This is an optimization exercise on Yosys and OpenROAD, whose aim is small area, not a production implementation.
In this exercise RTL edits were held to simulation tests only and were not proved equivalent to the original.

## Modu_BPU
module Modu_BPU(
	clk,Iter,blockIndex,Parallel_degree,Init_Flag_BPU_M,Init_Flag_BPU_L,initBeta,Alpha_In_BPU,
	data_In_BPU,
	q_up,
	betaValueOut_next,Le_sys,Le_par,D
	);
Size: about 350 flip-flops, ~300 I/O pins, roughly 0.036 mm² of cells after synthesis.
clock: 10.0 ns
lec_check: 0
abc_area: 1
cap_margin: 20
core_margin: 2
core_utilization: 40
place_density: 0.6
setup_slack_margin: 0.15
slew_margin: 20
standard.sh (not shown) runs the stock make flow with config.mk's settings and CLKGATE_MAP_FILE= SYNTH_SCRIPT=/design/flow/synth_recipe.tcl, a recipe that flattens the netlist after the stock synthesis.
==> flow/flow/run.sh <==
#!/bin/bash
# The standard layout, with the port buffers taken from the smallest
# buffer cell instead of the one buffer_ports picks by default.
set -e
export BUFFER_PORTS_ARGS="-buffer_cell sky130_fd_sc_hd__buf_1"
bash standard.sh > standard.log 2>&1
Next try:
==> flow/run.sh (new file) <==
#!/bin/bash
# synth_recipe.tcl (not shown) runs the flow's synth.tcl, then flattens the netlist and writes it again
# the make line also repeats each setting of config.mk as NAME=value (left out here)
make -C /OpenROAD-flow-scripts/flow DESIGN_CONFIG=/design/flow/config.mk WORK_HOME=/design/flow/orfs CLKGATE_MAP_FILE= SYNTH_SCRIPT=/design/flow/synth_recipe.tcl finish
--- a/flow/config.mk
+++ b/flow/config.mk
@@ -13 +12,0 @@
-export SETUP_SLACK_MARGIN = 0.15
removed: flow/flow/run.sh
removed: flow/standard.sh
The changed run went through all stages and came out clean.
Critical path depth stays the same.
Setup slack got worse by 99 ps.
Area after synthesis does not change.
Clock-buffer cell count drops by 1.
First-iteration DRC count is higher slightly.
Wire length went up slightly.
Die area is unchanged.
Next try:
--- a/flow/config.mk
+++ b/flow/config.mk
@@ -8 +7,0 @@
-export ABC_AREA = 1
Effect: The changed run ran to the end with no violations. Worst hold slack stays flat. Sequential cell count stays the same. Routed wire length rose by about 12%. Core utilization went up by 1.5 points. Design area went up by about 5%.
Next try:
==> flow/flow/run.sh (new file) <==
#!/bin/bash
# The standard layout, with the port buffers taken from the smallest
# buffer cell instead of the one buffer_ports picks by default.
set -e
export BUFFER_PORTS_ARGS="-buffer_cell sky130_fd_sc_hd__buf_1"
bash standard.sh > standard.log 2>&1
==> flow/standard.sh (new file) <==
#!/bin/bash
# synth_recipe.tcl (not shown) runs the flow's synth.tcl, then flattens the netlist and writes it again
# the make line also repeats each setting of config.mk as NAME=value (left out here)
make -C /OpenROAD-flow-scripts/flow DESIGN_CONFIG=/design/flow/config.mk WORK_HOME=/design/flow/orfs CLKGATE_MAP_FILE= SYNTH_SCRIPT=/design/flow/synth_recipe.tcl "${@:-finish}"
--- a/flow/config.mk
+++ b/flow/config.mk
@@ -7,0 +8 @@
+export ABC_AREA = 1
@@ -10,2 +11,3 @@
-export CORE_UTILIZATION = 40
-export PLACE_DENSITY = 0.6
+export CORE_UTILIZATION = 60
+export PLACE_DENSITY = 0.75
+export SETUP_SLACK_MARGIN = 0.15
removed: flow/run.sh
Effect:
- critical path depth stays the same
- design area came out lower by about 11%
- worst hold slack degrades by 3.1 ps
- flip-flop and latch count does not change
- area after synthesis came out lower by 1.8%
- worst setup slack improves by 250 ps
- clock skew came out higher by 17 ps
- synthesized cell count came out higher by 12%
- count of clock-buffer cells in the layout came out lower by 6
Next try:
--- a/flow/config.mk
+++ b/flow/config.mk
@@ -11,3 +11,3 @@
-export CORE_UTILIZATION = 60
-export PLACE_DENSITY = 0.75
-export SETUP_SLACK_MARGIN = 0.15
+export CORE_UTILIZATION = 75
+export PLACE_DENSITY = 0.85
+export SETUP_SLACK_MARGIN = 0.1
Count of clock-buffer cells in the layout drops by 1.
Routed wire length rose by 11%.
Global-route usage goes up by 11 points.
Synthesized cell count does not change.
Die area shrinks by 20%.
Non-clock buffer count came out higher by 4.
Setup slack loses 190 ps.

Setup of old:
Another version of the RTL of Modu_BPU (not shown whole).
Size: ~300 I/O pins, about 35,000 um2 of cells after synthesis.
// Modu_BPU
module Modu_BPU(
	clk,Iter,blockIndex,Parallel_degree,Init_Flag_BPU_M,Init_Flag_BPU_L,initBeta,Alpha_In_BPU,
	data_In_BPU,
	q_up,
	betaValueOut_next,Le_sys,Le_par,D
	);
export LEC_CHECK = 0
export ABC_AREA = 1
export CAP_MARGIN = 20
export CORE_MARGIN = 2
export CORE_UTILIZATION = 60
export CTS_BUF_LIST = sky130_fd_sc_hd__clkbuf_8
export PLACE_DENSITY = 0.75
export SETUP_SLACK_MARGIN = 0.15
export SLEW_MARGIN = 20
create_clock -name core_clock -period 10.0 [get_ports {clk}]
==> flow/flow/run.sh <==
#!/bin/bash
# The standard layout, with the port buffers taken from the smallest
# buffer cell instead of the one buffer_ports picks by default.
set -e
export BUFFER_PORTS_ARGS="-buffer_cell sky130_fd_sc_hd__buf_1"
bash standard.sh > standard.log 2>&1
diff inputs: old => new
# old
export LEC_CHECK = 0
export ABC_AREA = 1
export CAP_MARGIN = 20
export CORE_MARGIN = 2
export CORE_UTILIZATION = 60
export CTS_BUF_LIST = sky130_fd_sc_hd__clkbuf_8
export PLACE_DENSITY = 0.75
export SETUP_SLACK_MARGIN = 0.15
export SLEW_MARGIN = 20
create_clock -name core_clock -period 10.0 [get_ports {clk}]
# new
export LEC_CHECK = 0
export ABC_AREA = 1
export CAP_MARGIN = 20
export CORE_MARGIN = 2
export CORE_UTILIZATION = 60
export PLACE_DENSITY = 0.75
export SETUP_SLACK_MARGIN = 0.15
export SLEW_MARGIN = 20
create_clock -name core_clock -period 10.0 [get_ports {clk}]
==> comparison <==
Each of the runs, namely old and new, reached the end of the flow and came out clean. Post-synthesis simple-gate area fraction came out exactly the same in old and new. For new, the timing startpoint of the critical path was sa_r[0], unlike old, where it was Breg[11]. Worst hold slack, old and new: lower on old.

[separate check: timing with driven ports]
In the flow no input, the clock included, has a driving cell. The finished layouts below were timed again as built, in two steps.
Step 1 assumes that a clkbuf_16 drives the clock port and a buf_2 every other input.
Step 2 also shifts input and output timing later by t, the mid clock arrival at the registers, as if the neighbouring blocks saw the same clock.
Three values: ideal ports, drivers, drivers and shift; two values: the first two.
run | t, ns | slack for setup (ns) | hold slack, ns | latest minus earliest clock arrival (ns)
the first run of note 1 | 0.653 | 0.311 / 0.243 / 0.897 | 0.317 / 0.317 / 0.317 | 0.037 / 0.037
the second run of note 1 | 0.665 | 0.213 / 0.147 / 0.811 | 0.325 / 0.325 / 0.325 | 0.040 / 0.041
the third run of note 1 | 0.641 | 0.118 / 0.055 / 0.603 | 0.324 / 0.324 / 0.324 | 0.023 / 0.023
the fourth run of note 1 | 0.631 | 0.363 / 0.304 / 0.935 | 0.321 / 0.321 / 0.321 | 0.039 / 0.039
the fifth run of note 1 | 0.643 | 0.172 / 0.109 / 0.753 | 0.319 / 0.319 / 0.319 | 0.039 / 0.039
old | 0.742 | 0.401 / 0.340 / 1.082 | 0.320 / 0.320 / 0.320 | 0.041 / 0.040
new | 0.653 | 0.388 / 0.320 / 0.973 | 0.325 / 0.325 / 0.325 | 0.033 / 0.033
After both steps every run listed still meets setup and hold.
